Background: an optimization exercise with open tools, aiming at small area and a short achievable clock period. Do not read the settings as production practice. In this exercise RTL edits were held to simulation tests only and were not proved equivalent to the original. No activity file was given, so power comes from the tool's default toggle rates.

## flow/design.v (module list and top-level ports; edited modules follow where they fit)
// module DECODER_UNIT: 12 lines
// module ARITHMETIC_UNIT: 25 lines
// module ADDSUB: 17 lines
// module DIV_STEP: 18 lines
// module DIV_LAST: 13 lines
// module DIV_HEAD: 26 lines
// module DIV_TAIL: 26 lines
// module MUL16: 1070 lines
// module LOGIC_UNIT: 12 lines
// module CMP_UNIT: 13 lines
// module SHIFT_UNIT: 11 lines
// module ALU_TOP: 66 lines
module ALU_TOP (
  input  wire [15:0] A_TOP,
  input  wire [15:0] B_TOP,
  input  wire [3:0]  ALU_FUN_TOP,
  input  wire        CLK_TOP,
  input  wire        RST_TOP,
  output wire [31:0] Arith_OUT_TOP,
  output wire        Carry_OUT_TOP,
  output wire        Arith_Flag_TOP,
  output wire [15:0] Logic_OUT_TOP,
  output wire        Logic_Flag_TOP,
  output wire [1:0]  CMP_OUT_TOP,
  output wire        CMP_Flag_TOP,
  output wire [15:0] Shift_OUT_TOP,
  output wire        Shift_Flag_TOP
);
  // ...
==> flow/flow/run.sh <==
#!/bin/bash
# The standard layout (the standard.sh), with two changes: the port
# buffers are sky130_fd_sc_hd__buf_1 cells, and Yosys's synth skips its
# generic "abc -fast" pass before full-adder extraction (ABC still maps the
# design to cells afterwards).  Each tool's output is in this folder's logs.
set -euo pipefail
export BUFFER_PORTS_ARGS="-buffer_cell sky130_fd_sc_hd__buf_1"
export SYNTH_ARGS="-noabc"
bash standard.sh > standard.log 2>&1
==> flow/standard.sh <==
#!/bin/bash
# synth_recipe.tcl (not shown) runs the flow's synth.tcl, then flattens the netlist and writes it again
# the make line also repeats each setting of config.mk as NAME=value (left out here)
make -C /OpenROAD-flow-scripts/flow DESIGN_CONFIG=/design/flow/config.mk WORK_HOME=/design/flow/orfs CLKGATE_MAP_FILE= SYNTH_SCRIPT=/design/flow/synth_recipe.tcl "${@:-finish}"
==> flow/config.mk <==
export PLATFORM = sky130hd
export DESIGN_NAME = ALU_TOP
export DESIGN_NICKNAME = ALU_TOP
export VERILOG_FILES = /design/flow/design.v
export SDC_FILE = /design/flow/constraint.sdc
export NUM_CORES = 4
export LEC_CHECK = 0
export ABC_AREA = 1
export CAP_MARGIN = 20
export CORE_MARGIN = 2
export CORE_UTILIZATION = 60
export SLEW_MARGIN = 20
==> flow/constraint.sdc <==
create_clock -name core_clock -period 140.0 [get_ports {CLK_TOP}]
set_input_delay 28.0000 -clock core_clock [delete_from_list [all_inputs] [get_ports {CLK_TOP}]]
set_output_delay 28.0000 -clock core_clock [all_outputs]
set_load 0.01 [all_outputs]
==> run_results.csv, run 1 <==
group,metric,value,unit
die,tap_cells,280,
flow_run,drv_cap,0,
die,die_y,153,um
run_status,status,"complete, no violations",
finish,multi_input_area_share,77.8,%
placement,post_dp_cell_area,13900,sq um
clock_network,post_cts_buffers,0,
global_route,grt_pass1_vias,11300,
logic_synthesis,yosys.area.top_type,"fa_1",
power_and_ir_drop,power,0.218,mW
worst_setup_path,cp-endpoint,"dr_r[6]",
finish,fin_nets,1995,
power_and_ir_drop,power_switching,0.109,mW
die,initial_core_util,60.9,%
clock_network,clk_pin_slew,0.06,ns
detailed_routing,highest_layer,"met4",
logic_synthesis,synth-simple-area-share,15.5,%
sta,tightest_slew,1.05,ns
sta,whs,27.48,ns
logic_synthesis,synth_edf_count,0,
finish,final_common_cell,"nand2_1",
power_and_ir_drop,top_power_group,"combinational logic",
global_route,grtUsageMet3,5.75,%
power_and_ir_drop,p_sw_share,49.9,%
clock_network,cts_root_buffer,"clkbuf_16",
worst_setup_path,crit_type,"input pin to flip-flop",
placement,placed_cells,1908,
power_and_ir_drop,seqPwrFrac,8.6,%
clock_network,ctsLongestPathBuffers,2,
logic_synthesis,yosys.cell_types.count,42,
logic_synthesis,yosys_register_bits,58,
sta,rsz0062_at_grt,"no",
placement,hpwlAfterDp,29500,um
sta,setup_violations,0,
finish,nFlopsAndLatches,58,
worst_setup_path,crit_family,"adder cells",
==> module DIV_HEAD, before the edit <==
module DIV_HEAD #(parameter K = 11) (
  input  wire [15:0]    A,
  input  wire [15:0]    B,
  output wire [15:16-K] Q,
  output wire [K-1:0]   R
);
  wire [16:1] nz;
  assign nz[16] = 1'b0;
  genvar w;
  generate
    for (w = 15; w >= 1; w = w - 1) begin : o
      assign nz[w] = nz[w+1] | B[w];
    end
    for (w = 1; w <= K; w = w + 1) begin : st
      wire [w-1:0] t;
      wire [w-1:0] r;
      if (w == 1) begin : f
        assign t = ~A[15];
      end else begin : n
        assign t = {st[w-1].r, ~A[16-w]};
      end
      DIV_STEP #(.W(w)) u (.U(t), .BL(B[w-1:0]), .BHZ(~nz[w]), .Q(Q[16-w]), .UN(r));
    end
  endgenerate
  assign R = st[K].r;
endmodule
==> module DIV_TAIL, before the edit <==
module DIV_TAIL #(parameter K = 11) (
  input  wire [15-K:0] A,
  input  wire [15:0]   B,
  input  wire [K-1:0]  RH,
  output wire [15-K:0] Q
);
  wire [16:1] nz;
  assign nz[16] = 1'b0;
  genvar w;
  generate
    for (w = 15; w >= 1; w = w - 1) begin : o
      assign nz[w] = nz[w+1] | B[w];
    end
    for (w = K + 1; w <= 15; w = w + 1) begin : st
      wire [w-1:0] t;
      wire [w-1:0] r;
      if (w == K + 1) begin : f
        assign t = {RH, ~A[16-w]};
      end else begin : n
        assign t = {st[w-1].r, ~A[16-w]};
      end
      DIV_STEP #(.W(w)) u (.U(t), .BL(B[w-1:0]), .BHZ(~nz[w]), .Q(Q[16-w]), .UN(r));
    end
  endgenerate
  DIV_LAST u_last (.U({st[15].r, ~A[0]}), .B(B), .Q(Q[0]));
endmodule
==> run 2: changes to the inputs <==
--- a/flow/design.v
+++ b/flow/design.v
@@ -84,4 +84,26 @@
   assign Q = ~c[16];
 endmodule
+module HIGH_OR (
+  input  wire [15:0] B,
+  output wire [15:1] NZ
+);
+  wire [15:0] p;        
+  wire [3:0]  above;    
+  genvar k;
+  generate for (k = 0; k < 4; k = k + 1) begin : g
+    assign p[4*k+3] = B[4*k+3];
+    assign p[4*k+2] = B[4*k+3] | B[4*k+2];
+    assign p[4*k+1] = p[4*k+2] | B[4*k+1];
+    assign p[4*k]   = p[4*k+2] | (B[4*k+1] | B[4*k]);
+  end endgenerate
+  assign above[3] = 1'b0;
+  assign above[2] = p[12];
+  assign above[1] = p[12] | p[8];
+  assign above[0] = p[12] | (p[8] | p[4]);
+  genvar w;
+  generate for (w = 1; w < 16; w = w + 1) begin : o
+    assign NZ[w] = above[w/4] | p[w];
+  end endgenerate
+endmodule
 module DIV_HEAD #(parameter K = 11) (
   input  wire [15:0]    A,
@@ -90,11 +112,8 @@
   output wire [K-1:0]   R
 );
-  wire [16:1] nz;
-  assign nz[16] = 1'b0;
+  wire [15:1] nz;
+  HIGH_OR U_nz (.B(B), .NZ(nz));
   genvar w;
   generate
-    for (w = 15; w >= 1; w = w - 1) begin : o
-      assign nz[w] = nz[w+1] | B[w];
-    end
     for (w = 1; w <= K; w = w + 1) begin : st
       wire [w-1:0] t;
@@ -116,11 +135,8 @@
   output wire [15-K:0] Q
 );
-  wire [16:1] nz;
-  assign nz[16] = 1'b0;
+  wire [15:1] nz;
+  HIGH_OR U_nz (.B(B), .NZ(nz));
   genvar w;
   generate
-    for (w = 15; w >= 1; w = w - 1) begin : o
-      assign nz[w] = nz[w+1] | B[w];
-    end
     for (w = K + 1; w <= 15; w = w + 1) begin : st
       wire [w-1:0] t;
--- a/flow/config.mk
+++ b/flow/config.mk
@@ -10,3 +10,3 @@
 export CORE_MARGIN = 2
 export CORE_UTILIZATION = 60
-export SLEW_MARGIN = 20
+export SLEW_MARGIN = 60
==> run 2 against run 1 <==
Net effect: final cell count decreased by 0.47%; worst setup slack improved by 0.55 ns; critical path depth decreased by 2; clock-buffer cell count is the same; sequential power about the same; via count fell by 0.17%; still clean; non-clock buffer count up 3; power rose by 0.15%; die area is 0.32% lower; core utilization is 0.15 points higher.
==> run_results.csv, run 2 <==
group,metric,value,unit
worst_setup_path,crit_required,140.20,ns
logic_synthesis,async_flop_share,6.90,%
power_and_ir_drop,powerDensity,15.3,nW/um^2
placement,post_dp_cell_area,13900,sq um
die,initial_core_util,60.9,%
global_route,track_usage,33.7,%
sta,slew_violations,0,
sta,maxSlewHeadroom,59.8,%
finish,final_cell_mix,"336 x nand2_1, 255 x fa_1, 147 x xor2_1, 132 x inv_1, 130 x o22ai_1",
worst_setup_path,crit_type,"input pin to flip-flop",
clock_network,clk_pin_slew,0.06,ns
logic_synthesis,ys_top_cells_by_area,"fa_1 39%, xor2_1 9.7%, nand2_1 9.6%, dfxtp_1 8.2%, o22ai_1 6.2%",
detailed_routing,routed_via_density,5.88,
finish,instances_no_fill,1915,
global_route,grt_max_degree,42,
logic_synthesis,synth-main-ff-cell,"dfxtp_1",
logic_synthesis,synth_edf_count,0,
finish,syn_to_final_growth,7.80,%
clock_network,cts_resized,0,
clock_network,ctsHoldBuffers,0,
global_route,grt_pass1_vias,11600,
finish,fillers,1903,
finish,final_common_cell,"nand2_1",
logic_synthesis,yosysMostFrequentCell,"nand2_1",
finish,drive_gt1_share,7.46,%
detailed_routing,drc_errors,0,
logic_synthesis,yosys_register_bits,58,
global_route,overflow,0,
clock_network,cts_root_buffer,"clkbuf_16",
detailed_routing,dr.pass1.iters,6,
finish,reg_top3,"a_r (16), b_r (16)",
sta,finalWorstSetupSlack,82.37,ns
clock_network,cts.sinks,58,
detailed_routing,wl,37500,um
logic_synthesis,postSynthAreaPerCell,8.47,sq um
placement,placed_cells,1899,
power_and_ir_drop,peakVddDrop,0.0194,mV
worst_setup_path,crit_family,"adder cells",
detailed_routing,drtIter0Drc,1001,
sta,rsz0062_at_grt,"no",
finish,finish.instance_area,14200,sq um
clock_network,numCtsBuffers,9,
logic_synthesis,seq_area_frac_synth,8.95,%
logic_synthesis,yosysTopAreaCellShare,38.6,%
logic_synthesis,yosys.area.top_type,"fa_1",
placement,place_congestion,0.939,
clock_network,cts.htree.levels,3,
logic_synthesis,synthCells,1560,
worst_setup_path,critical-path-max-stage-delay,0.46,ns
detailed_routing,vias,11300,
sta,setup_tns,0,ns
placement,post-place-ws,81.94,ns
sta,setup_violations,0,
placement,port_buffers,108,
clock_network,tritoncts,"yes",
placement,hpwlAfterDp,29600,um
clock_network,ctsLongestPathBuffers,2,
sta,whs,27.47,ns
worst_setup_path,crit_fanout,14,
global_route,grt_pass1_wl,62000,um
sta,tightest_slew,0.596,ns
worst_setup_path,cp_num_buf_inv,4,
detailed_routing,avgRoutedWirePerCell,19.6,um
sta,post-route-min-period,57.63,ns
finish,fin_nets,1986,
logic_synthesis,yosys-top-cells-count,"339 x nand2_1, 255 x fa_1, 147 x xor2_1",
worst_setup_path,crit_path_end_kind,"flip-flop",
power_and_ir_drop,p_leak,6.39,nW
finish,antenna_cells,0,
die,core,21700,sq um
finish,final_util,65.7,%
detailed_routing,drtAntennaViolNets,0,
finish,area.sequential,1190,sq um
die,ioPinCount,109,
logic_synthesis,syn_nets,1916,
worst_hold_path,hold_path.class,"input pin to asynchronous set/reset pin",
worst_setup_path,crit_top_cell,"fa_1",
die,die_x,152,um
global_route,antenna_found_initial,1,
sta,finalCritPeriodShare,41.2,%
die,dieArea,23200,sq um
clock_network,post_cts_buffers,0,
worst_setup_path,critical-path-slowest-cell,"fa_1",
sta,final_hold_viol_count,0,
finish,multi_input_area,11100,sq um
worst_setup_path,arrival,57.83,ns
sta,fmax,17.4,MHz
logic_synthesis,yosys.cell_types.count,43,
power_and_ir_drop,power,0.218,mW
die,rows,54,
die,die_y,152,um
logic_synthesis,netlist_area,13200,sq um
run_status,status,"complete, no violations",
worst_setup_path,worstSetupStartpointType,"input pin",
logic_synthesis,yosys_warnings,1,
flow_run,drv_cap,0,
-- run 2: cell count changes after synthesis, sizes merged, moves of 6 or more --
| cell | change |
|---|---|
| a21oi | -6 |
| inv | -6 |
| nand3 | -17 |
| a31oi | +7 |
| and2 | -6 |
| nand2 | +13 |
-- run 2: metal layers --
metal | up-vias | wire length [um] | global-route usage, %
met5 | - | 7 | 0
met4 | 2 | 939 | 7.74
met3 | 67 | 3550 | 7.11
met2 | 527 | 17000 | 52.6
met1 | 5473 | 16000 | 48.8
li1 | 5182 | - | -
-- run 2: report_power, final --
group	internal (mW)	switching, mW
logic	0.0768	0.100
registers	0.0174	0.00127
clock network	0.0139	0.00886
-- run 2: cells by family (layout without fill, tap and decap cells) --
logic type                 Yosys count  count (layout)  share of synthesized area, %
AOI/OAI and AO/OA                  281             281                          13.2
xor gates and xnor gates           148             148                          9.81
adders and majority gates          318             318                          44.6
buffers and inverters              250             325                          7.22
DFF                                 58              58                          8.95
muxes                               16              16                          1.21
and+or+nand+nor                    489             489                          15.0
-- run 2: area by class of cell --
class	instances	area share, %
Sequential cell	58	8.34
Timing Repair Buffer	143	4.73
Inverter	166	4.45
Multi-Input combinational cell	1252	77.9
Clock buffer	9	1.58
Tap cell	280	2.46
Clock inverter	7	0.536
-- run 2: path summary, 6_finish.rpt --
| check | from | end | slack [ns] | cells past startpoint |
|---|---|---|---|---|
| setup / recovery | B_TOP[15] | dr_r[7] | 82.37 | 92 |
| hold / removal | RST_TOP | f_r[2] | 27.47 | 1 |
| max in group asynchronous | RST_TOP | f_r[3] | 112.28 | 1 |
| min in group core_clock | A_TOP[4] | a_r[4] | 27.75 | 1 |
==> run 3: changes to the inputs <==
--- a/flow/config.mk
+++ b/flow/config.mk
@@ -10,3 +10,3 @@
 export CORE_MARGIN = 2
 export CORE_UTILIZATION = 60
-export SLEW_MARGIN = 60
+export SLEW_MARGIN = 20
==> run 3 against run 2 <==
Net effect: flip-flop and latch count stayed put; sequential share of layout area hardly changed; area after synthesis stayed put; fmax is 0.10% lower; largest cell class unchanged; combinational power hardly changed.
==> run_results.csv, run 3 <==
group,metric,value,unit
clock_network,cts_root_buffer,"clkbuf_16",
placement,hpwlAfterDp,29500,um
logic_synthesis,yosysTopAreaCellShare,38.6,%
worst_hold_path,hold_path.class,"input pin to asynchronous set/reset pin",
sta,setup_tns,0,ns
finish,fin_nets,1986,
logic_synthesis,syn_nets,1916,
finish,final_cell_mix,"339 x nand2_1, 255 x fa_1, 147 x xor2_1, 135 x inv_1, 130 x o22ai_1",
sta,post-route-min-period,57.69,ns
clock_network,clk_pin_slew,0.06,ns
power_and_ir_drop,power,0.218,mW
die,core,21700,sq um
logic_synthesis,postSynthAreaPerCell,8.47,sq um
global_route,antenna_found_initial,1,
global_route,grt_max_degree,42,
global_route,grt_pass1_wl,62100,um
logic_synthesis,yosys_warnings,1,
clock_network,numCtsBuffers,9,
clock_network,cts_resized,0,
worst_setup_path,worstSetupStartpointType,"input pin",
detailed_routing,drtAntennaViolNets,0,
logic_synthesis,yosys.cell_types.count,43,
placement,place_congestion,0.939,
run_status,status,"complete, no violations",
logic_synthesis,netlist_area,13200,sq um
logic_synthesis,yosys_register_bits,58,
power_and_ir_drop,powerDensity,15.4,nW/um^2
sta,fmax,17.3,MHz
global_route,grt_pass1_vias,11500,
finish,drive_gt1_share,5.99,%
worst_setup_path,crit_required,140.20,ns
clock_network,ctsHoldBuffers,0,
power_and_ir_drop,p_leak,6.36,nW
finish,antenna_cells,0,
logic_synthesis,yosys-top-cells-count,"339 x nand2_1, 255 x fa_1, 147 x xor2_1",
detailed_routing,avgRoutedWirePerCell,19.6,um
detailed_routing,dr.pass1.iters,6,
clock_network,cts.sinks,58,
global_route,overflow,0,
sta,maxSlewHeadroom,39.4,%
clock_network,ctsLongestPathBuffers,2,
worst_setup_path,crit_fanout,14,
global_route,grt_use_met2,53.4,%
worst_setup_path,crit_path_end_kind,"flip-flop",
sta,finalCritPeriodShare,41.2,%
logic_synthesis,ys_top_cells_by_area,"fa_1 39%, xor2_1 9.7%, nand2_1 9.6%, dfxtp_1 8.2%, o22ai_1 6.2%",
detailed_routing,drtIter0Drc,953,
die,die_y,152,um
clock_network,cts.htree.levels,3,
global_route,use_met1,47.7,%
finish,syn_to_final_growth,7.55,%
sta,setup_violations,0,
placement,port_buffers,108,
logic_synthesis,yosys.area.top_type,"fa_1",
logic_synthesis,synth_edf_count,0,
clock_network,post_cts_buffers,0,
worst_setup_path,crit_top_cell,"fa_1",
detailed_routing,drc_errors,0,
sta,tightest_slew,0.908,ns
logic_synthesis,async_flop_share,6.90,%
worst_setup_path,crit_type,"input pin to flip-flop",
worst_setup_path,cp_num_buf_inv,4,
clock_network,tritoncts,"yes",
global_route,grtUsageMet3,8.16,%
detailed_routing,wl,37600,um
sta,final_hold_viol_count,0,
worst_setup_path,crit_family,"adder cells",
global_route,track_usage,33.7,%
logic_synthesis,seq_area_frac_synth,8.95,%
die,die_x,152,um
worst_setup_path,critical-path-slowest-cell,"fa_1",
die,ioPinCount,109,
finish,fillers,1926,
die,rows,54,
logic_synthesis,synth-main-ff-cell,"dfxtp_1",
die,dieArea,23200,sq um
detailed_routing,vias,11200,
detailed_routing,routed_via_density,5.82,
flow_run,drv_cap,0,
sta,rsz0062_at_grt,"no",
logic_synthesis,yosysMostFrequentCell,"nand2_1",
finish,reg_top3,"a_r (16), b_r (16)",
logic_synthesis,synthCells,1560,
die,initial_core_util,60.9,%
global_route,busiest_layer,"met2",
sta,slew_violations,0,
worst_setup_path,critical-path-max-stage-delay,0.45,ns
finish,final_common_cell,"nand2_1",
sta,whs,27.48,ns
power_and_ir_drop,peakVddDrop,0.0193,mV
worst_setup_path,arrival,57.89,ns
==> run 3: changes by cell type in the layout (fill, tap and decap cells not counted), moves of 3 or more <==
cell      delta
buf_1        +4
buf_2        -4
clkinv_1     +8
clkinv_2     -5
dfxtp_1      +4
dfxtp_2      -4
inv_1        +3
inv_2        -6
nand2_1      +3
nand2_2      -3
==> run 3: cell families after synthesis <==
group / share of synthesized area [%]
xor gates and xnor gates: 9.81
buffers and inverters: 7.22
AOI/OAI and AO/OA: 13.2
DFF: 8.95
adders and majority gates: 44.6
muxes: 1.21
and+or+nand+nor: 15.0
==> run 3: path summary, 6_finish.rpt <==
path / to / slack, ns / cells past startpoint / from
worst min-delay path: f_r[2] / 27.48 / 1 / RST_TOP
min in group core_clock: a_r[4] / 27.75 / 1 / A_TOP[4]
max in group asynchronous: f_r[3] / 112.27 / 1 / RST_TOP
worst max-delay path: dr_r[4] / 82.31 / 92 / B_TOP[15]
==> run 3: final cells by class <==
class | instances | area (sq um) | area share, %
clock buffer | 9 | 225 | 1.59
clock inverter | 7 | 76.3 | 0.537
inverter | 166 | 628 | 4.42
multi-input combinational | 1252 | 11100 | 78.0
sequential | 58 | 1180 | 8.32
tap | 280 | 350 | 2.47
timing repair buffer | 143 | 668 | 4.70
==> run 3: per-stage QoR <==
stage	cells	worst slack (ns)	area (sq um)	utilization (%)
floorplan	1560	83.55	13200	-
global placement	1899	82.35	13900	64.1
detailed placement	1899	81.79	13900	64.1
global route	1915	80.67	14200	65.5
CTS	1915	82.07	14200	65.5
finish	1915	82.31	14200	65.5
==> run 3: layer usage <==
metal	share of wire, %	up-vias
li1	-	5179
met1	43	5418
met2	46	501
met3	9.4	51
met4	2.0	2
met5	0.021	-
==> run 3: report_power, final <==
group	internal, mW	total (mW)	switching, mW
registers	0.0173	0.0186	0.00124
logic	0.0769	0.177	0.100
clock network	0.0139	0.0227	0.00879
==> run 4: changes to the inputs <==
==> flow/flow/run.sh (replaced) <==
#!/bin/bash
# The standard layout (the standard.sh) with these changes:
# - the port buffers are sky130_fd_sc_hd__buf_1 cells;
# - Yosys's synth skips its generic "abc -fast" pass before full-adder
#   extraction (ABC still maps the design to cells afterwards);
set -euo pipefail
export BUFFER_PORTS_ARGS="-buffer_cell sky130_fd_sc_hd__buf_1"
export SYNTH_ARGS="-noabc"
export SETUP_SLACK_MARGIN=82.8
bash standard.sh > standard.log 2>&1
==> run 4 against run 3 <==
Net effect: still clean; die area unchanged; via count up 1.2%; final cell count up 0.78%; largest cell class unchanged; highest routed layer unchanged.
==> run_results.csv, run 4 <==
group,metric,value,unit
run_status,status,"complete, no violations",
logic_synthesis,yosysTopAreaCellShare,38.6,%
clock_network,clk_pin_slew,0.06,ns
placement,port_buffers,108,
logic_synthesis,ys_top_cells_by_area,"fa_1 39%, xor2_1 9.7%, nand2_1 9.6%, dfxtp_1 8.2%, o22ai_1 6.2%",
finish,syn_to_final_growth,8.95,%
worst_setup_path,cp_num_buf_inv,3,
finish,finish.instance_area,14400,sq um
sta,rsz0062_at_grt,"no",
finish,final_cell_mix,"337 x nand2_1, 252 x fa_1, 147 x xor2_1, 133 x inv_1, 130 x o22ai_1",
worst_hold_path,hold_path.class,"input pin to asynchronous set/reset pin",
global_route,grt_pass1_vias,11600,
worst_setup_path,crit_top_cell,"buf_1",
global_route,antenna_found_initial,1,
logic_synthesis,yosys_register_bits,58,
clock_network,ctsLongestPathBuffers,2,
sta,final_hold_viol_count,0,
logic_synthesis,yosys-top-cells-count,"339 x nand2_1, 255 x fa_1, 147 x xor2_1",
global_route,grt_max_degree,42,
worst_setup_path,crit_required,112.00,ns
worst_setup_path,crit_fanout,5,
worst_setup_path,worstSetupStartpointType,"input pin",
sta,tightest_slew,0.898,ns
finish,instances_no_fill,1930,
die,ioPinCount,109,
power_and_ir_drop,powerDensity,15.2,nW/um^2
logic_synthesis,yosys.area.top_type,"fa_1",
logic_synthesis,async_flop_share,6.90,%
die,die_x,152,um
flow_run,drv_cap,0,
global_route,track_usage,33.8,%
finish,drive_gt1_share,8.00,%
detailed_routing,wl,37900,um
clock_network,tritoncts,"yes",
detailed_routing,dr.pass1.iters,6,
die,die_y,152,um
clock_network,ctsHoldBuffers,0,
logic_synthesis,synthCells,1560,
die,dieArea,23200,sq um
die,rows,54,
placement,post_dp_cell_area,13900,sq um
finish,reg_top3,"a_r (16), b_r (16)",
logic_synthesis,yosys.cell_types.count,43,
logic_synthesis,seq_area_frac_synth,8.95,%
detailed_routing,drtIter0Drc,900,
detailed_routing,routed_via_density,5.85,
logic_synthesis,synth_edf_count,0,
worst_setup_path,path_cells,"buf_1 > inv_1 > nor2_1 > buf_1",
worst_setup_path,critical-path-slowest-cell,"buf_1",
global_route,grt_pass1_wl,62100,um
die,initial_core_util,60.9,%
detailed_routing,vias,11300,
clock_network,numCtsBuffers,9,
power_and_ir_drop,peakVddDrop,0.0193,mV
logic_synthesis,yosysMostFrequentCell,"nand2_1",
sta,finalCritPeriodShare,40.3,%
worst_setup_path,arrival,28.46,ns
logic_synthesis,synth-main-ff-cell,"dfxtp_1",
logic_synthesis,netlist_area,13200,sq um
sta,setup_tns,0,ns
power_and_ir_drop,p_leak,6.43,nW
worst_setup_path,crit_path_end_kind,"primary output",
placement,placed_cells,1899,
clock_network,cts_root_buffer,"clkbuf_16",
detailed_routing,drc_errors,0,
logic_synthesis,syn_nets,1916,
sta,maxSlewHeadroom,40.1,%
sta,setup_violations,0,
worst_setup_path,crit_type,"input pin to primary output",
die,core,21700,sq um
placement,place_congestion,0.939,
logic_synthesis,yosys_warnings,1,
clock_network,cts.htree.levels,3,
sta,post-route-min-period,56.46,ns
placement,hpwlAfterDp,29500,um
logic_synthesis,postSynthAreaPerCell,8.47,sq um
finish,antenna_cells,0,
global_route,overflow,0,
detailed_routing,avgRoutedWirePerCell,19.6,um
worst_setup_path,critical-path-max-stage-delay,0.16,ns
detailed_routing,drtAntennaViolNets,0,
sta,slew_violations,0,
sta,fmax,17.7,MHz
clock_network,cts.sinks,58,
worst_setup_path,crit_family,"buffers and inverters",
finish,fin_nets,2001,
finish,final_common_cell,"nand2_1",
-- run 4: cell counts after synthesis --
No cell type changed its count.
-- run 4: layout make-up --
cell class / instances / area [sq um]
fillers: 1912 / 7290
inverters: 166 / 646
flip-flops and latches: 58 / 1180
clock inverters: 7 / 76.3
well taps: 280 / 350
repair buffers: 156 / 767
clock buffers: 9 / 225
multi-input cells: 1252 / 11100
repair inverters: 2 / 12.5
-- run 4: timing repair --
action | 4_1_cts | 5_1_grt
buffers inserted | 0 | 13
endpoints found under the setup margin | 13 | 13
hold endpoints to repair | 0 | 0
pin swaps | 0 | 10
gates cloned | 0 | 2
resized for setup | 8 | 22
-- run 4: cells by family after synthesis --
logic type                 share of synthesized area, %
adders and majority gates                          44.6
AOI/OAI and AO/OA                                  13.2
DFF                                                8.95
buffers and inverters                              7.22
muxes                                              1.21
and+or+nand+nor                                    15.0
xor gates and xnor gates                           9.81
-- run 4: final timing paths --
| path | start | endpoint | slack (ns) | depth (start not counted) |
|---|---|---|---|---|
| worst max-delay path | ALU_FUN_TOP[3] | CMP_Flag_TOP | 83.54 | 4 |
| worst min-delay path | RST_TOP | f_r[2] | 27.48 | 1 |
| max in group asynchronous | RST_TOP | f_r[3] | 112.27 | 1 |
| min in group core_clock | ALU_FUN_TOP[0] | f_r[0] | 27.75 | 1 |
-- run 4: per-stage QoR --
| stage | power [mW] | hold WS [ns] | utilization [%] | worst slack (ns) |
|---|---|---|---|---|
| after detailed placement | 0.196 | 27.84 | 64.1 | 81.79 |
| after CTS | 0.221 | 27.48 | 65.6 | 82.82 |
| after floorplan | 0.141 | 27.70 | - | 83.55 |
| after global routing | 0.246 | 27.47 | 66.4 | 82.75 |
| after global placement | 0.193 | 27.84 | 64.1 | 82.35 |
| final | 0.219 | 27.48 | 66.4 | 83.54 |
-- run 4: power breakdown --
part	switching (mW)	internal, mW	total, mW
Clock	0.00882	0.0139	0.0227
Sequential	0.00124	0.0173	0.0186
Combinational	0.101	0.0770	0.177
-- run 4: metal layers --
metal  wire, um  GRT usage [%]  vias to the layer above  share of wire [%]
met5          8              0                        -              0.021
met4        788           7.48                        2                2.1
met3       3270           8.19                       61                8.6
met2      17500           53.4                      486                 46
met1      16300           47.7                     5521                 43
li1           -              -                     5212                  -
==> run 5: changes to the inputs <==
--- a/flow/flow/run.sh
+++ b/flow/flow/run.sh
@@ -7,4 +7,4 @@
 export BUFFER_PORTS_ARGS="-buffer_cell sky130_fd_sc_hd__buf_1"
 export SYNTH_ARGS="-noabc"
-export SETUP_SLACK_MARGIN=82.8
+export SETUP_SLACK_MARGIN=83.5
 bash standard.sh > standard.log 2>&1
==> run 5 against run 4 <==
Net effect: clock power is essentially flat; flip-flop and latch count is the same; via count grew 0.89%; design area grew 0.83%; routed wire length grew 1.1%; combinational power is essentially flat.
==> run_results.csv, run 5 <==
group,metric,value,unit
run_status,status,"complete, no violations",
finish,syn_to_final_growth,9.85,%
power_and_ir_drop,power_switching,0.111,mW
worst_setup_path,crit_fanout,5,
logic_synthesis,synth-main-ff-cell,"dfxtp_1",
logic_synthesis,yosysTopAreaCellShare,38.6,%
power_and_ir_drop,power.internal,0.109,mW
detailed_routing,wl,38300,um
die,die_x,152,um
global_route,use_met1,47.8,%
clock_network,numCtsBuffers,9,
sta,rsz0062_at_grt,"yes",
die,ioPinCount,109,
worst_setup_path,crit_path_end_kind,"primary output",
global_route,grt_max_degree,42,
detailed_routing,dr.pass1.iters,5,
sta,final_hold_viol_count,0,
power_and_ir_drop,seqPwrFrac,8.5,%
logic_synthesis,async_flop_share,6.90,%
finish,final_common_cell,"nand2_1",
power_and_ir_drop,powerDensity,15.1,nW/um^2
global_route,grt_use_met2,53.8,%
clock_network,cts_root_buffer,"clkbuf_16",
die,dieArea,23200,sq um
logic_synthesis,yosysMostFrequentCell,"nand2_1",
logic_synthesis,yosys_warnings,1,
clock_network,clk_pin_slew,0.06,ns
sta,finalCritPeriodShare,40.3,%
clock_network,cts.htree.levels,3,
worst_setup_path,cp-startpoint,"ALU_FUN_TOP[3]",
die,die_y,152,um
logic_synthesis,yosys.area.top_type,"fa_1",
placement,hpwlAfterDp,29500,um
power_and_ir_drop,clkPwrFrac,10.3,%
sta,maxSlewHeadroom,39.3,%
global_route,overflow,0,
worst_setup_path,cp-endpoint,"CMP_Flag_TOP",
sta,fmax,17.7,MHz
sta,setup_violations,0,
global_route,grt_pass1_vias,11600,
logic_synthesis,syn_nets,1916,
clock_network,tritoncts,"yes",
flow_run,drv_cap,0,
finish,final_cell_mix,"337 x nand2_1, 243 x fa_1, 147 x xor2_1, 132 x inv_1, 130 x o22ai_1",
clock_network,ctsLongestPathBuffers,2,
die,rows,54,
die,core,21700,sq um
sta,setup_tns,0,ns
worst_hold_path,hold_path.class,"input pin to asynchronous set/reset pin",
worst_setup_path,crit_type,"input pin to primary output",
worst_setup_path,arrival,28.46,ns
finish,antenna_cells,0,
logic_synthesis,yosys.cell_types.count,43,
logic_synthesis,seq_area_frac_synth,8.95,%
finish,finish.instance_area,14500,sq um
detailed_routing,routed_via_density,5.87,
placement,place_congestion,0.939,
placement,port_buffers,108,
detailed_routing,avgRoutedWirePerCell,19.8,um
logic_synthesis,synthCells,1560,
logic_synthesis,ys_top_cells_by_area,"fa_1 39%, xor2_1 9.7%, nand2_1 9.6%, dfxtp_1 8.2%, o22ai_1 6.2%",
die,initial_core_util,60.9,%
finish,fin_nets,2010,
power_and_ir_drop,combinationalPowerShare,81.2,%
worst_setup_path,worstSetupStartpointType,"input pin",
clock_network,cts.sinks,58,
power_and_ir_drop,p_leak,6.48,nW
sta,whs,27.48,ns
clock_network,ctsHoldBuffers,0,
finish,drive_gt1_share,9.22,%
detailed_routing,drtAntennaViolNets,0,
detailed_routing,drc_errors,0,
global_route,grt_pass1_wl,62400,um
finish,final_util,66.9,%
power_and_ir_drop,p_sw_share,50.5,%
global_route,grtUsageMet3,8.19,%
detailed_routing,vias,11400,
sta,tightest_slew,0.909,ns
placement,post_dp_cell_area,13900,sq um
global_route,busiest_layer,"met2",
logic_synthesis,synth_edf_count,0,
logic_synthesis,yosys_register_bits,58,
logic_synthesis,netlist_area,13200,sq um
sta,slew_violations,0,
power_and_ir_drop,power,0.219,mW
power_and_ir_drop,peakVddDrop,0.0193,mV
global_route,antenna_found_initial,1,
worst_setup_path,crit_required,112.00,ns
detailed_routing,drtIter0Drc,950,
logic_synthesis,postSynthAreaPerCell,8.47,sq um
logic_synthesis,yosys-top-cells-count,"339 x nand2_1, 255 x fa_1, 147 x xor2_1",
sta,post-route-min-period,56.46,ns
global_route,track_usage,33.9,%
finish,reg_top3,"a_r (16), b_r (16)",
## run 5: cells by family after synthesis
logic type / share of synthesized area, %
buffers and inverters: 7.22
xor gates and xnor gates: 9.81
muxes: 1.21
and+or+nand+nor: 15.0
AOI/OAI and AO/OA: 13.2
adders and majority gates: 44.6
DFF: 8.95
## run 5: repair_timing
| action | CTS | global route |
|---|---|---|
| buffers inserted | 4 | 18 |
| gates cloned | 1 | 1 |
| setup endpoints to repair | 13 | 14 |
| gates resized for setup | 18 | 32 |
| pin swaps | 4 | 9 |
## run 5: how the worst min path moves through the flow
| stage | end | depth (start not counted) | startpoint |
|---|---|---|---|
| floorplan | f_r[0] | 0 | RST_TOP |
| global placement | f_r[2] | 1 | RST_TOP |
| detailed placement | f_r[2] | 1 | RST_TOP |
| CTS | f_r[0] | 1 | RST_TOP |
| global route | f_r[2] | 1 | RST_TOP |
| finish | f_r[2] | 1 | RST_TOP |
## run 5: cell type report
cell class | count | area [sq um]
repair buffers | 165 | 840
clock buffers | 9 | 225
multi-input cells | 1252 | 11200
flip-flops and latches | 58 | 1190
fillers | 1895 | 7180
clock inverters | 7 | 76.3
repair inverters | 2 | 12.5
well taps | 280 | 350
inverters | 166 | 653
## run 5: critical path, cell delays in order
cell and delay (ns):
buf_1 0.16, inv_1 0.06, nor2_1 0.08, buf_1 0.15
## run 5: through the flow
step,setup WS [ns],instances
floorplan,83.55,1560
global route,83.45,1939
CTS,83.54,1920
detailed placement,81.79,1899
global placement,82.35,1899
finish,83.54,1939
## run 5: layer usage
metal	share of wire, %	up-vias
li1	-	5227
met3	9.6	55
met1	42	5563
met4	2.1	2
met5	0.021	-
met2	46	535
## run 5: power by group through the flow
stage,clock network (mW),registers [mW],logic (mW)
after detailed placement,0,0.0189,0.177
after global routing,0.0237,0.0187,0.205
after global placement,0,0.0189,0.174
final,0.0227,0.0186,0.178
after CTS,0.0229,0.0186,0.180
after floorplan,0,0.0187,0.122
==> run 6: changes to the inputs <==
--- a/flow/flow/run.sh
+++ b/flow/flow/run.sh
@@ -7,4 +7,4 @@
 export BUFFER_PORTS_ARGS="-buffer_cell sky130_fd_sc_hd__buf_1"
 export SYNTH_ARGS="-noabc"
-export SETUP_SLACK_MARGIN=83.5
+export SETUP_SLACK_MARGIN=82.8
 bash standard.sh > standard.log 2>&1
--- a/flow/config.mk
+++ b/flow/config.mk
@@ -10,3 +10,4 @@
 export CORE_MARGIN = 2
 export CORE_UTILIZATION = 60
+export CTS_BUF_LIST = sky130_fd_sc_hd__clkbuf_4 sky130_fd_sc_hd__clkbuf_8
 export SLEW_MARGIN = 20
==> run 6 against run 5 <==
Net effect: still clean; combinational power hardly changed; area after synthesis unchanged; critical path depth is the same; design area shrank 1.6%; clock-buffer cell count unchanged; sequential share of layout area increased by 0.11 points; clock power decreased by 28%; flip-flop and latch count did not move.
==> run_results.csv, run 6 <==
group,metric,value,unit
run_status,status,"complete, no violations",
detailed_routing,vias,11200,
finish,fillers,1923,
finish,final_common_cell,"nand2_1",
clock_network,cts.htree.levels,3,
clock_network,ctsHoldBuffers,0,
logic_synthesis,netlist_area,13200,sq um
die,die_x,152,um
detailed_routing,drc_errors,0,
worst_setup_path,arrival,28.46,ns
detailed_routing,highest_layer,"met5",
sta,maxSlewHeadroom,40.0,%
die,rows,54,
worst_setup_path,crit_top_cell,"buf_1",
placement,port_buffers,108,
sta,setup_violations,0,
die,dieArea,23200,sq um
power_and_ir_drop,p_leak,6.38,nW
die,initial_core_util,60.9,%
logic_synthesis,yosys.area.top_type,"fa_1",
sta,setup_tns,0,ns
finish,drive_gt1_share,7.94,%
sta,slew_violations,0,
worst_setup_path,worstSetupStartpointType,"input pin",
worst_setup_path,crit_required,112.00,ns
logic_synthesis,yosys_register_bits,58,
die,ioPinCount,109,
finish,syn_to_final_growth,8.13,%
logic_synthesis,yosys_warnings,1,
logic_synthesis,async_flop_share,6.90,%
detailed_routing,met2_length,17400,um
power_and_ir_drop,peakVddDrop,0.0193,mV
finish,final_cell_mix,"337 x nand2_1, 252 x fa_1, 147 x xor2_1, 133 x inv_1, 130 x o22ai_1",
clock_network,ctsLongestPathBuffers,2,
detailed_routing,routed_via_density,5.82,
global_route,grt_max_degree,42,
sta,rsz0062_at_grt,"no",
logic_synthesis,yosys.cell_types.count,43,
worst_setup_path,path_cells,"buf_1 > inv_1 > nor2_1 > buf_1",
clock_network,cts.sinks,58,
worst_setup_path,crit_fanout,5,
worst_hold_path,hold_path.class,"input pin to asynchronous set/reset pin",
logic_synthesis,yosysTopAreaCellShare,38.6,%
global_route,overflow,0,
finish,fin_nets,2000,
logic_synthesis,ys_top_cells_by_area,"fa_1 39%, xor2_1 9.7%, nand2_1 9.6%, dfxtp_1 8.2%, o22ai_1 6.2%",
sta,final_hold_viol_count,0,
detailed_routing,drtIter0Drc,930,
logic_synthesis,seq_area_frac_synth,8.95,%
worst_setup_path,crit_type,"input pin to primary output",
placement,hpwlAfterDp,29500,um
logic_synthesis,syn_nets,1916,
detailed_routing,wl_met1,16100,um
logic_synthesis,postSynthAreaPerCell,8.47,sq um
sta,post-route-min-period,56.46,ns
global_route,grt_pass1_vias,11600,
worst_setup_path,crit_path_end_kind,"primary output",
sta,tightest_slew,0.899,ns
clock_network,tritoncts,"yes",
global_route,track_usage,33.7,%
die,die_y,152,um
detailed_routing,drtAntennaViolNets,0,
clock_network,numCtsBuffers,9,
detailed_routing,dr.pass1.iters,6,
worst_setup_path,crit_family,"buffers and inverters",
detailed_routing,route.met3.wl,3490,um
clock_network,clk_pin_slew,0.08,ns
power_and_ir_drop,powerDensity,14.8,nW/um^2
die,core,21700,sq um
placement,place_congestion,0.939,
logic_synthesis,synthCells,1560,
logic_synthesis,yosysMostFrequentCell,"nand2_1",
sta,finalCritPeriodShare,40.3,%
clock_network,cts_root_buffer,"clkbuf_8",
global_route,antenna_found_initial,1,
finish,antenna_cells,0,
finish,reg_top3,"a_r (16), b_r (16)",
detailed_routing,wl,37800,um
worst_setup_path,critical-path-slowest-cell,"buf_1",
flow_run,drv_cap,0,
sta,fmax,17.7,MHz
power_and_ir_drop,power,0.212,mW
logic_synthesis,yosys-top-cells-count,"339 x nand2_1, 255 x fa_1, 147 x xor2_1",
detailed_routing,avgRoutedWirePerCell,19.6,um
logic_synthesis,synth-main-ff-cell,"dfxtp_1",
logic_synthesis,synth_edf_count,0,
global_route,grt_pass1_wl,62100,um
worst_setup_path,critical-path-max-stage-delay,0.16,ns
worst_setup_path,cp_num_buf_inv,3,
==> run 6: cell counts after synthesis <==
Identical to the previous run, type by type.
==> run 6: timing repair <==
item | CTS | global route
pin swaps | 0 | 10
buffers inserted | 0 | 12
gates resized for setup | 8 | 22
endpoints found under the setup margin | 13 | 13
gates cloned | 0 | 2
==> run 6: area by class of cell <==
| class | count | area, sq um | area share, % |
|---|---|---|---|
| repair inverters | 2 | 12.5 | 0.0876 |
| multi-input cells | 1252 | 11100 | 77.9 |
| clock inverters | 7 | 76.3 | 0.534 |
| clock buffers | 9 | 124 | 0.867 |
| well taps | 280 | 350 | 2.45 |
| flip-flops and latches | 58 | 1180 | 8.29 |
| repair buffers | 155 | 759 | 5.32 |
| inverters | 166 | 646 | 4.52 |
==> run 6: stage by stage <==
step | worst slack (ns) | area (sq um) | hold WS, ns | utilization, % | std cells
finish | 83.54 | 14300 | 27.45 | 65.9 | 1929
global route | 82.75 | 14300 | 27.44 | 65.9 | 1929
CTS | 82.84 | 14100 | 27.44 | 65.1 | 1915
detailed placement | 81.79 | 13900 | 27.84 | 64.1 | 1899
global placement | 82.35 | 13900 | 27.84 | 64.1 | 1899
floorplan | 83.55 | 13200 | 27.70 | - | 1560
==> run 6: routing by layer <==
layer,up-vias,global-route usage [%]
met5,-,0
met1,5450,47.4
met3,51,8.05
met4,2,8.06
li1,5216,-
met2,508,53.4
==> run 6: worst max path at each step <==
stage	startpoint	end	slack, ns	depth (start not counted)
after floorplan	B_TOP[13]	dr_r[9]	83.55	92
after global placement	B_TOP[5]	dr_r[2]	82.35	89
after detailed placement	B_TOP[5]	dr_r[7]	81.79	89
after CTS	B_TOP[15]	dr_r[4]	82.84	92
after global routing	B_TOP[13]	dr_r[4]	82.75	92
final	ALU_FUN_TOP[3]	CMP_Flag_TOP	83.54	4
==> run 6: power by group <==
| group | leakage (nW) | switching, mW | internal [mW] |
|---|---|---|---|
| combinational | 5.78 | 0.100 | 0.0770 |
| clock | 0.0962 | 0.00794 | 0.00832 |
| sequential | 0.497 | 0.00125 | 0.0173 |
| total | 6.38 | 0.109 | 0.103 |
==> run 6: kinds of logic (layout without fill, tap and decap cells) <==
group,Yosys count,after routing,share of synthesized area (%)
and+or+nand+nor,489,489,15.0
xor gates and xnor gates,148,148,9.81
buffers and inverters,250,339,7.22
AOI/OAI and AO/OA,281,281,13.2
DFF,58,58,8.95
muxes,16,16,1.21
adders and majority gates,318,318,44.6
==> run 7: changes to the inputs <==
--- a/flow/config.mk
+++ b/flow/config.mk
@@ -7,7 +7,7 @@
 export LEC_CHECK = 0
 export ABC_AREA = 1
-export CAP_MARGIN = 20
+export CAP_MARGIN = 5
 export CORE_MARGIN = 2
 export CORE_UTILIZATION = 60
-export CTS_BUF_LIST = sky130_fd_sc_hd__clkbuf_4 sky130_fd_sc_hd__clkbuf_8
-export SLEW_MARGIN = 20
+export CTS_BUF_LIST = sky130_fd_sc_hd__clkbuf_8
+export SLEW_MARGIN = 5
==> run 7 against run 6 <==
Net effect: fmax did not move; core utilization did not move; sequential power barely moved; global-route usage did not move; synthesized cell count did not move.
==> run_results.csv, run 7 <==
group,metric,value,unit
clock_network,cts.htree.levels,3,
logic_synthesis,seq_area_frac_synth,8.95,%
logic_synthesis,yosys-top-cells-count,"339 x nand2_1, 255 x fa_1, 147 x xor2_1",
detailed_routing,wl,37800,um
detailed_routing,drc_errors,0,
worst_setup_path,crit_path_end_kind,"primary output",
placement,place_congestion,0.939,
sta,maxSlewHeadroom,40.0,%
placement,port_buffers,108,
clock_network,cts.sinks,58,
worst_setup_path,worstSetupStartpointType,"input pin",
detailed_routing,drtAntennaViolNets,0,
worst_setup_path,crit_top_cell,"buf_1",
detailed_routing,dr.pass1.iters,6,
logic_synthesis,postSynthAreaPerCell,8.47,sq um
global_route,grt_max_degree,42,
die,initial_core_util,60.9,%
sta,final_hold_viol_count,0,
sta,setup_violations,0,
die,core,21700,sq um
finish,final_cell_mix,"337 x nand2_1, 252 x fa_1, 147 x xor2_1, 133 x inv_1, 130 x o22ai_1",
worst_setup_path,critical-path-max-stage-delay,0.16,ns
power_and_ir_drop,peakVddDrop,0.0193,mV
logic_synthesis,synth_top_family_by_area,"adder cells",
power_and_ir_drop,powerDensity,14.8,nW/um^2
logic_synthesis,syn_nets,1916,
die,ioPinCount,109,
logic_synthesis,async_flop_share,6.90,%
clock_network,ctsHoldBuffers,0,
finish,antenna_cells,0,
sta,rsz0062_at_grt,"no",
sta,finalCritPeriodShare,40.3,%
logic_synthesis,yosys.area.top_type,"fa_1",
clock_network,numCtsBuffers,9,
power_and_ir_drop,power,0.212,mW
logic_synthesis,yosysTopAreaCellShare,38.6,%
global_route,grt_pass1_vias,11600,
run_status,status,"complete, no violations",
worst_setup_path,cp_num_buf_inv,3,
logic_synthesis,synth_compound_area_share,13.2,%
detailed_routing,drtIter0Drc,930,
finish,syn_to_final_growth,8.13,%
worst_setup_path,critical-path-slowest-cell,"buf_1",
logic_synthesis,yosys_register_bits,58,
logic_synthesis,yosys.cell_types.count,43,
worst_setup_path,path_cells,"buf_1 > inv_1 > nor2_1 > buf_1",
die,dieArea,23200,sq um
global_route,grt_pass1_wl,62100,um
detailed_routing,vias,11200,
logic_synthesis,yosys.area_share.xor_xnor,9.81,%
logic_synthesis,synth-simple-area-share,15.0,%
worst_setup_path,crit_family,"buffers and inverters",
finish,final_common_cell,"nand2_1",
worst_setup_path,crit_fanout,5,
clock_network,ctsLongestPathBuffers,2,
worst_hold_path,hold_path.class,"input pin to asynchronous set/reset pin",
global_route,overflow,0,
sta,post-route-min-period,56.46,ns
sta,fmax,17.7,MHz
finish,drive_gt1_share,7.94,%
logic_synthesis,muxShareOfSynthArea,1.21,%
worst_setup_path,crit_required,112.00,ns
finish,fin_nets,2000,
clock_network,clk_pin_slew,0.08,ns
logic_synthesis,synth_edf_count,0,
sta,setup_tns,0,ns
logic_synthesis,synthCells,1560,
finish,reg_top3,"a_r (16), b_r (16)",
sta,tightest_slew,0.899,ns
logic_synthesis,yosysMostFrequentCell,"nand2_1",
power_and_ir_drop,p_leak,6.38,nW
global_route,antenna_found_initial,1,
logic_synthesis,yosys_warnings,1,
detailed_routing,routed_via_density,5.82,
logic_synthesis,synth-main-ff-cell,"dfxtp_1",
detailed_routing,avgRoutedWirePerCell,19.6,um
worst_setup_path,crit_type,"input pin to primary output",
die,die_y,152,um
die,rows,54,
logic_synthesis,synthAdderAreaFrac,44.6,%
worst_setup_path,arrival,28.46,ns
placement,hpwlAfterDp,29500,um
global_route,track_usage,33.7,%
flow_run,drv_cap,0,
die,die_x,152,um
logic_synthesis,netlist_area,13200,sq um
clock_network,cts_root_buffer,"clkbuf_8",
sta,slew_violations,0,
logic_synthesis,ys_top_cells_by_area,"fa_1 39%, xor2_1 9.7%, nand2_1 9.6%, dfxtp_1 8.2%, o22ai_1 6.2%",
clock_network,tritoncts,"yes",
==> run 7: cell counts after synthesis <==
No cell type changed its count.
==> run 7: final timing paths <==
check / from / endpoint / slack [ns] / cells past startpoint
hold / removal: RST_TOP / f_r[2] / 27.45 / 1
min in group core_clock: ALU_FUN_TOP[0] / f_r[0] / 27.73 / 1
setup / recovery: ALU_FUN_TOP[3] / CMP_Flag_TOP / 83.54 / 4
max in group asynchronous: RST_TOP / f_r[3] / 112.30 / 1
==> run 7: repair_timing <==
item / 4_1_cts / 5_1_grt
cloned: 0 / 2
setup endpoints to repair: 13 / 13
buffers inserted: 0 / 12
endpoints found under the hold margin: 0 / 0
pin swaps: 0 / 10
gates resized for setup: 8 / 22
==> run 7: cell families after synthesis <==
family	after synthesis
simple gates	489
compound gates	281
flops	58
mux	16
fa+ha+maj	318
xor+xnor	148
buf+inv	250
==> run 7: cell type report <==
type	count	area, sq um
multi-input cells	1252	11100
fillers	1923	7400
flip-flops and latches	58	1180
repair buffers	155	759
inverters	166	646
well taps	280	350
clock buffers	9	124
clock inverters	7	76.3
repair inverters	2	12.5
==> run 7: report_power, final <==
part / internal [mW] / leakage (nW) / total, mW / switching [mW]
Clock: 0.00832 / 0.0962 / 0.0163 / 0.00794
Sequential: 0.0173 / 0.497 / 0.0186 / 0.00125
Combinational: 0.0770 / 5.78 / 0.177 / 0.100
Total: 0.103 / 6.38 / 0.212 / 0.109
==> run 7: per-layer routing <==
metal / global-route usage (%) / part of all wire (%) / routed length, um / vias up
met5: 0 / 0.019 / 7 / -
li1: - / - / - / 5216
met4: 8.06 / 2.0 / 769 / 2
met1: 47.4 / 43 / 16100 / 5450
met3: 8.05 / 9.2 / 3490 / 51
met2: 53.4 / 46 / 17400 / 508
==> run 7: metrics by stage <==
| stage | hold slack (ns) | worst slack [ns] | util, % | area (sq um) | instances |
|---|---|---|---|---|---|
| finish | 27.45 | 83.54 | 65.9 | 14300 | 1929 |
| global route | 27.44 | 82.75 | 65.9 | 14300 | 1929 |
| CTS | 27.44 | 82.84 | 65.1 | 14100 | 1915 |
| detailed placement | 27.84 | 81.79 | 64.1 | 13900 | 1899 |
| global placement | 27.84 | 82.35 | 64.1 | 13900 | 1899 |
| floorplan | 27.70 | 83.55 | - | 13200 | 1560 |
==> run 8: changes to the inputs <==
--- a/flow/config.mk
+++ b/flow/config.mk
@@ -7,7 +7,7 @@
 export LEC_CHECK = 0
 export ABC_AREA = 1
-export CAP_MARGIN = 5
+export CAP_MARGIN = 20
 export CORE_MARGIN = 2
 export CORE_UTILIZATION = 60
 export CTS_BUF_LIST = sky130_fd_sc_hd__clkbuf_8
-export SLEW_MARGIN = 5
+export SLEW_MARGIN = 20
==> run 8 against run 7 <==
Net effect: still clean on timing, DRC and antenna; power stayed put; worst setup slack is the same; sequential power about the same; via count did not move; global-route usage unchanged; die area unchanged; core utilization stayed put; synthesized cell count unchanged; combinational power is essentially flat; worst hold slack is the same; flip-flop and latch count unchanged; fmax did not move; critical endpoint unchanged.
==> run_results.csv, run 8 <==
group,metric,value,unit
worst_setup_path,critical-path-max-stage-delay,0.16,ns
sta,slew_violations,0,
logic_synthesis,yosysMostFrequentCell,"nand2_1",
power_and_ir_drop,p_sw_share,51.6,%
power_and_ir_drop,p_leak,6.38,nW
worst_setup_path,arrival,28.46,ns
logic_synthesis,ys_top_cells_by_area,"fa_1 39%, xor2_1 9.7%, nand2_1 9.6%, dfxtp_1 8.2%, o22ai_1 6.2%",
die,core,21700,sq um
logic_synthesis,yosysTopAreaCellShare,38.6,%
sta,maxSlewHeadroom,40.0,%
logic_synthesis,synthAdderAreaFrac,44.6,%
detailed_routing,vias,11200,
finish,antenna_cells,0,
power_and_ir_drop,clkPwrFrac,7.7,%
sta,finalCritPeriodShare,40.3,%
sta,tightest_slew,0.899,ns
detailed_routing,met2_length,17400,um
global_route,grt_max_degree,42,
logic_synthesis,synth_compound_area_share,13.2,%
finish,reg_top3,"a_r (16), b_r (16)",
sta,setup_tns,0,ns
clock_network,cts_root_buffer,"clkbuf_8",
worst_setup_path,crit_type,"input pin to primary output",
logic_synthesis,synth-main-ff-cell,"dfxtp_1",
logic_synthesis,yosys-top-cells-count,"339 x nand2_1, 255 x fa_1, 147 x xor2_1",
finish,fin_nets,2000,
sta,final_hold_viol_count,0,
worst_setup_path,crit_top_cell,"buf_1",
die,dieArea,23200,sq um
finish,fillers,1923,
global_route,antenna_found_initial,1,
logic_synthesis,yosys_warnings,1,
global_route,grt_pass1_wl,62100,um
placement,placed_cells,1899,
detailed_routing,wl,37800,um
detailed_routing,dr.pass1.iters,6,
clock_network,ctsLongestPathBuffers,2,
sta,fmax,17.7,MHz
finish,final_cell_mix,"337 x nand2_1, 252 x fa_1, 147 x xor2_1, 133 x inv_1, 130 x o22ai_1",
worst_setup_path,path_cells,"buf_1 > inv_1 > nor2_1 > buf_1",
finish,drive_gt1_share,7.94,%
sta,rsz0062_at_grt,"no",
finish,syn_to_final_growth,8.13,%
placement,hpwlAfterDp,29500,um
die,die_y,152,um
worst_hold_path,hold_path.class,"input pin to asynchronous set/reset pin",
logic_synthesis,yosys.cell_types.count,43,
clock_network,ctsHoldBuffers,0,
power_and_ir_drop,peakVddDrop,0.0193,mV
worst_setup_path,crit_path_end_kind,"primary output",
placement,place_congestion,0.939,
detailed_routing,drc_errors,0,
logic_synthesis,yosys_register_bits,58,
flow_run,drv_cap,0,
logic_synthesis,netlist_area,13200,sq um
global_route,overflow,0,
logic_synthesis,muxShareOfSynthArea,1.21,%
power_and_ir_drop,power_switching,0.109,mW
logic_synthesis,synth-simple-area-share,15.0,%
detailed_routing,highest_layer,"met5",
detailed_routing,routed_via_density,5.82,
sta,post-route-min-period,56.46,ns
logic_synthesis,synth_edf_count,0,
detailed_routing,drtIter0Drc,930,
detailed_routing,route.met3.wl,3490,um
power_and_ir_drop,powerDensity,14.8,nW/um^2
logic_synthesis,syn_nets,1916,
clock_network,numCtsBuffers,9,
logic_synthesis,yosys.area_share.xor_xnor,9.81,%
logic_synthesis,yosys.area.top_type,"fa_1",
finish,instances_no_fill,1929,
logic_synthesis,synthCells,1560,
sta,setup_violations,0,
placement,port_buffers,108,
worst_setup_path,critical-path-slowest-cell,"buf_1",
clock_network,clk_pin_slew,0.08,ns
worst_setup_path,crit_required,112.00,ns
die,rows,54,
power_and_ir_drop,seqPwrFrac,8.8,%
clock_network,tritoncts,"yes",
global_route,track_usage,33.7,%
die,die_x,152,um
finish,final_common_cell,"nand2_1",
die,ioPinCount,109,
detailed_routing,avgRoutedWirePerCell,19.6,um
detailed_routing,drtAntennaViolNets,0,
power_and_ir_drop,combinationalPowerShare,83.6,%
worst_setup_path,worstSetupStartpointType,"input pin",
run_status,status,"complete, no violations",
power_and_ir_drop,power.internal,0.103,mW
global_route,grt_pass1_vias,11600,
logic_synthesis,async_flop_share,6.90,%
logic_synthesis,postSynthAreaPerCell,8.47,sq um
clock_network,cts.sinks,58,
logic_synthesis,seq_area_frac_synth,8.95,%
logic_synthesis,synth_top_family_by_area,"adder cells",
die,initial_core_util,60.9,%
worst_setup_path,crit_fanout,5,
sta,whs,27.45,ns
clock_network,cts.htree.levels,3,
detailed_routing,wl_met1,16100,um
==> run 8: worst max-delay path by stage <==
stage	startpoint	end	slack, ns	depth (start not counted)
6_report	ALU_FUN_TOP[3]	CMP_Flag_TOP	83.54	4
4_1_cts	B_TOP[15]	dr_r[4]	82.84	92
3_3_place_gp	B_TOP[5]	dr_r[2]	82.35	89
5_1_grt	B_TOP[13]	dr_r[4]	82.75	92
2_1_floorplan	B_TOP[13]	dr_r[9]	83.55	92
3_5_place_dp	B_TOP[5]	dr_r[7]	81.79	89
==> run 8: layer usage <==
layer  up-vias  GRT usage [%]
li1       5216              -
met4         2           8.06
met3        51           8.05
met5         -              0
met2       508           53.4
met1      5450           47.4
==> run 8: critical path: cells and delay by family <==
family        cells  cell delay [ns]
simple gates      1             0.08
buf+inv           3             0.37
==> run 8: logic make-up after synthesis <==
group                      after synthesis
and+or+nand+nor                        489
adders and majority gates              318
AOI/OAI and AO/OA                      281
buffers and inverters                  250
xor gates and xnor gates               148
DFF                                     58
muxes                                   16
==> run 8: cell type report <==
class / instances / area (sq um) / area share [%]
multi-input combinational: 1252 / 11100 / 77.9
tap: 280 / 350 / 2.45
sequential: 58 / 1180 / 8.29
inverter: 166 / 646 / 4.52
clock buffer: 9 / 124 / 0.867
timing repair inverter: 2 / 12.5 / 0.0876
timing repair buffer: 155 / 759 / 5.32
clock inverter: 7 / 76.3 / 0.534
==> run 8: repair_timing <==
action                     CTS  global route
gates cloned                 0             2
gates resized for setup      8            22
setup endpoints to repair   13            13
pin swaps                    0            10
setup buffers                0            12
==> run 8: power by group through the flow <==
stage          registers, mW  clock network [mW]  logic [mW]
2_1_floorplan         0.0187                   0       0.122
3_3_place_gp          0.0189                   0       0.174
3_5_place_dp          0.0189                   0       0.177
4_1_cts               0.0185              0.0165       0.180
5_1_grt               0.0187              0.0173       0.204
6_report              0.0186              0.0163       0.177
==> run 8: through the flow <==
stage / power, mW / area (sq um) / util (%) / setup slack (ns)
after floorplan: 0.141 / 13200 / - / 83.55
after global placement: 0.193 / 13900 / 64.1 / 82.35
after detailed placement: 0.196 / 13900 / 64.1 / 81.79
after CTS: 0.215 / 14100 / 65.1 / 82.84
after global routing: 0.240 / 14300 / 65.9 / 82.75
final: 0.212 / 14300 / 65.9 / 83.54
==> run 9: changes to the inputs <==
--- a/flow/flow/run.sh
+++ b/flow/flow/run.sh
@@ -4,5 +4,11 @@
 # - Yosys's synth skips its generic "abc -fast" pass before full-adder
 #   extraction (ABC still maps the design to cells afterwards);
+# - ABC's area script (ABC_AREA = 1) is replaced by an area-recovering
+#   mapping without ABC's buffering and sizing: strash; dch; map -a; topo
+#   (a copy of ORFS's scripts folder, with only abc_area.script changed);
 set -euo pipefail
+cp -r "$FLOW_HOME/scripts" orfs_scripts
+printf 'strash\ndch\nmap -a\ntopo\n' > orfs_scripts/abc_area.script
+export SCRIPTS_DIR="$PWD/orfs_scripts"
 export BUFFER_PORTS_ARGS="-buffer_cell sky130_fd_sc_hd__buf_1"
 export SYNTH_ARGS="-noabc"
==> run 9 against run 8 <==
Net effect: fmax decreased by 0.12%; design area shrank 1.8%; die area shrank 5.5%; still clean on timing, DRC and antenna.
==> run_results.csv, run 9 <==
group,metric,value,unit
finish,fin_nets,1912,
global_route,grt_pass1_vias,11100,
worst_setup_path,critical-path-slowest-cell,"buf_1",
placement,place_congestion,0.979,
finish,syn_to_final_growth,12.5,%
placement,placed_cells,1795,
finish,final_util,69.1,%
logic_synthesis,async_flop_share,6.90,%
logic_synthesis,syn_nets,1742,
global_route,track_usage,35.5,%
logic_synthesis,yosys_warnings,1,
die,die_x,148,um
die,dieArea,21900,sq um
worst_setup_path,crit_family,"buffers and inverters",
logic_synthesis,seq_area_frac_synth,9.48,%
finish,final_common_cell,"fa_1",
logic_synthesis,yosys.cell_types.count,26,
clock_network,tritoncts,"yes",
worst_setup_path,cp-startpoint,"ALU_FUN_TOP[2]",
logic_synthesis,ys_top_cells_by_area,"fa_1 41%, xor2_1 9.6%, dfxtp_1 8.7%, nand2_1 7.0%, o22ai_1 6.5%",
detailed_routing,wl,37300,um
sta,rsz0062_at_grt,"no",
logic_synthesis,yosysMostFrequentCell,"fa_1",
worst_setup_path,crit_fanout,4,
die,core,20300,sq um
detailed_routing,drtAntennaViolNets,0,
sta,whs,27.46,ns
detailed_routing,drtIter0Drc,1091,
worst_setup_path,worstSetupStartpointType,"input pin",
detailed_routing,dr.pass1.iters,5,
finish,final_cell_mix,"245 x fa_1, 231 x nand2_1, 136 x xor2_1, 130 x o22ai_1, 118 x clkinv_1",
die,rows,52,
global_route,grt_pass1_wl,60600,um
detailed_routing,vias,11200,
worst_setup_path,path_cells,"buf_1 > clkinv_1 > nor2_1 > buf_1",
power_and_ir_drop,p_leak,5.46,nW
logic_synthesis,yosys.area.top_type,"fa_1",
logic_synthesis,yosys_register_bits,58,
placement,post-place-ws,80.84,ns
worst_setup_path,crit_required,112.00,ns
worst_setup_path,arrival,28.53,ns
global_route,overflow,0,
sta,slew_violations,0,
sta,finalWorstSetupSlack,83.47,ns
power_and_ir_drop,powerDensity,16.0,nW/um^2
clock_network,cts_root_buffer,"clkbuf_8",
logic_synthesis,synth-main-ff-cell,"dfxtp_1",
logic_synthesis,synth_edf_count,0,
clock_network,cts.sinks,58,
worst_setup_path,crit_top_cell,"buf_1",
finish,instances_no_fill,1831,
placement,post_dp_cell_area,13500,sq um
power_and_ir_drop,peakVddDrop,0.0161,mV
die,ioPinCount,109,
clock_network,cts.htree.levels,3,
run_status,status,"complete, no violations",
worst_setup_path,crit_type,"input pin to primary output",
global_route,antenna_found_initial,0,
sta,setup_tns,0,ns
clock_network,ctsLongestPathBuffers,2,
logic_synthesis,netlist_area,12500,sq um
sta,finalCritPeriodShare,40.4,%
logic_synthesis,postSynthAreaPerCell,8.99,sq um
logic_synthesis,yosysTopAreaCellShare,40.9,%
logic_synthesis,yosys-top-cells-count,"255 x fa_1, 232 x nand2_1, 136 x xor2_1",
sta,setup_violations,0,
worst_setup_path,critical-path-max-stage-delay,0.15,ns
finish,drive_gt1_share,7.43,%
flow_run,drv_cap,0,
finish,finish.instance_area,14000,sq um
detailed_routing,drc_errors,0,
detailed_routing,avgRoutedWirePerCell,20.4,um
sta,tightest_slew,1.04,ns
sta,fmax,17.7,MHz
worst_setup_path,crit_path_end_kind,"primary output",
clock_network,numCtsBuffers,9,
logic_synthesis,synthCells,1386,
sta,final_hold_viol_count,0,
placement,port_buffers,108,
detailed_routing,routed_via_density,6.13,
sta,post-route-min-period,56.53,ns
global_route,grt_max_degree,36,
power_and_ir_drop,power,0.225,mW
worst_hold_path,hold_path.class,"input pin to asynchronous set/reset pin",
clock_network,clk_pin_slew,0.08,ns
die,die_y,148,um
worst_setup_path,cp_num_buf_inv,3,
finish,reg_top3,"a_r (16), b_r (16)",
placement,hpwlAfterDp,28500,um
sta,maxSlewHeadroom,30.5,%
die,initial_core_util,61.4,%
finish,antenna_cells,0,
## run 9: cell types whose count changed in the layout (fill, tap and decap cells not counted), moves of 18 or more
cell and delta:
a21oi_1 +18, inv_1 -133, nand2_1 -106, clkinv_1 +99, o21ai_0 +36
## run 9: final timing paths
| path | end | cells past startpoint |
|---|---|---|
| worst max-delay path | Shift_Flag_TOP | 4 |
| worst min-delay path | f_r[1] | 1 |
| min in group core_clock | a_r[1] | 1 |
| max in group asynchronous | f_r[3] | 1 |
## run 9: power breakdown
part           switching, mW  internal (mW)  total [mW]
sequential           0.00148         0.0173      0.0188
clock                0.00781        0.00833      0.0161
combinational          0.109         0.0813       0.190
## run 9: cell type report
cell class,instances,area [sq um]
fill,1713,6270
inverter,127,513
multi-input combinational,1201,11000
clock inverter,7,78.8
timing repair buffer,159,800
clock buffer,9,124
sequential,58,1190
tap,270,338
## run 9: what timing repair did
item | in CTS | in global routing
hold endpoints to repair | 0 | 0
gates cloned | 0 | 1
endpoints found under the setup margin | 13 | 13
hold buffers | 0 | 0
setup buffers | 12 | 7
resized for setup | 13 | 40
pin swaps | 9 | 8
## run 9: cell families (layout without fill, tap and decap cells)
family	Yosys count	after routing	synth area share, %
simple gates	373	373	11.7
compound gates	358	358	17.0
fa+ha+maj	318	318	47.3
xor+xnor	151	151	10.6
buf+inv	127	302	3.82
flops	58	58	9.48
mux	1	1	0.0903
## run 9: metal layers
metal | vias to the layer above | wire length [um] | global-route usage [%]
met1 | 5507 | 16100 | 53.2
met3 | 76 | 3320 | 6.26
met4 | 0 | 862 | 7.71
li1 | 5078 | - | -
met2 | 561 | 17000 | 54.7
met5 | - | 0 | 0

-- port drivers added, routing unchanged --
The flow's constraints put no driver on any port. The routed layouts listed below were extracted and timed again, unchanged, in two steps.
Step 1: set_driving_cell puts a clkbuf_16 on CLK_TOP and a buf_2 on each other input, an assumption about the parent block.
Step 2 times the ports against the registers' clock, not the clock port: input delays grow and output delays shrink by t, the midpoint of the rising clock arrivals with the driver on.
a / b / c = ideal / step 1 / step 2; a / b = the first two.
run	t, ns	setup WS [ns]	worst setup path at the end	latest minus earliest clock arrival (ns)	worst data-port slew with drivers (ns)
run 1	0.365	81.828 / 81.844 / 81.478	input to register	0.011 / 0.011	0.03
run 2	0.375	82.373 / 82.388 / 82.013	input to register	0.012 / 0.012	0.03
run 3	0.377	82.314 / 82.330 / 81.954	input to register	0.011 / 0.011	0.03
run 4	0.380	83.544 / 83.523 / 83.523	input to output	0.012 / 0.012	0.03
run 5	0.377	83.544 / 83.523 / 83.523	input to output	0.010 / 0.010	0.03
run 6	0.392	83.541 / 83.520 / 83.520	input to output	0.019 / 0.019	0.03
run 7	0.392	83.541 / 83.520 / 83.520	input to output	0.019 / 0.019	0.03
run 8	0.392	83.541 / 83.520 / 83.520	input to output	0.019 / 0.019	0.03
run 9	0.372	83.473 / 83.446 / 83.446	input to output	0.016 / 0.015	0.04
After both steps every run listed still meets setup and hold.
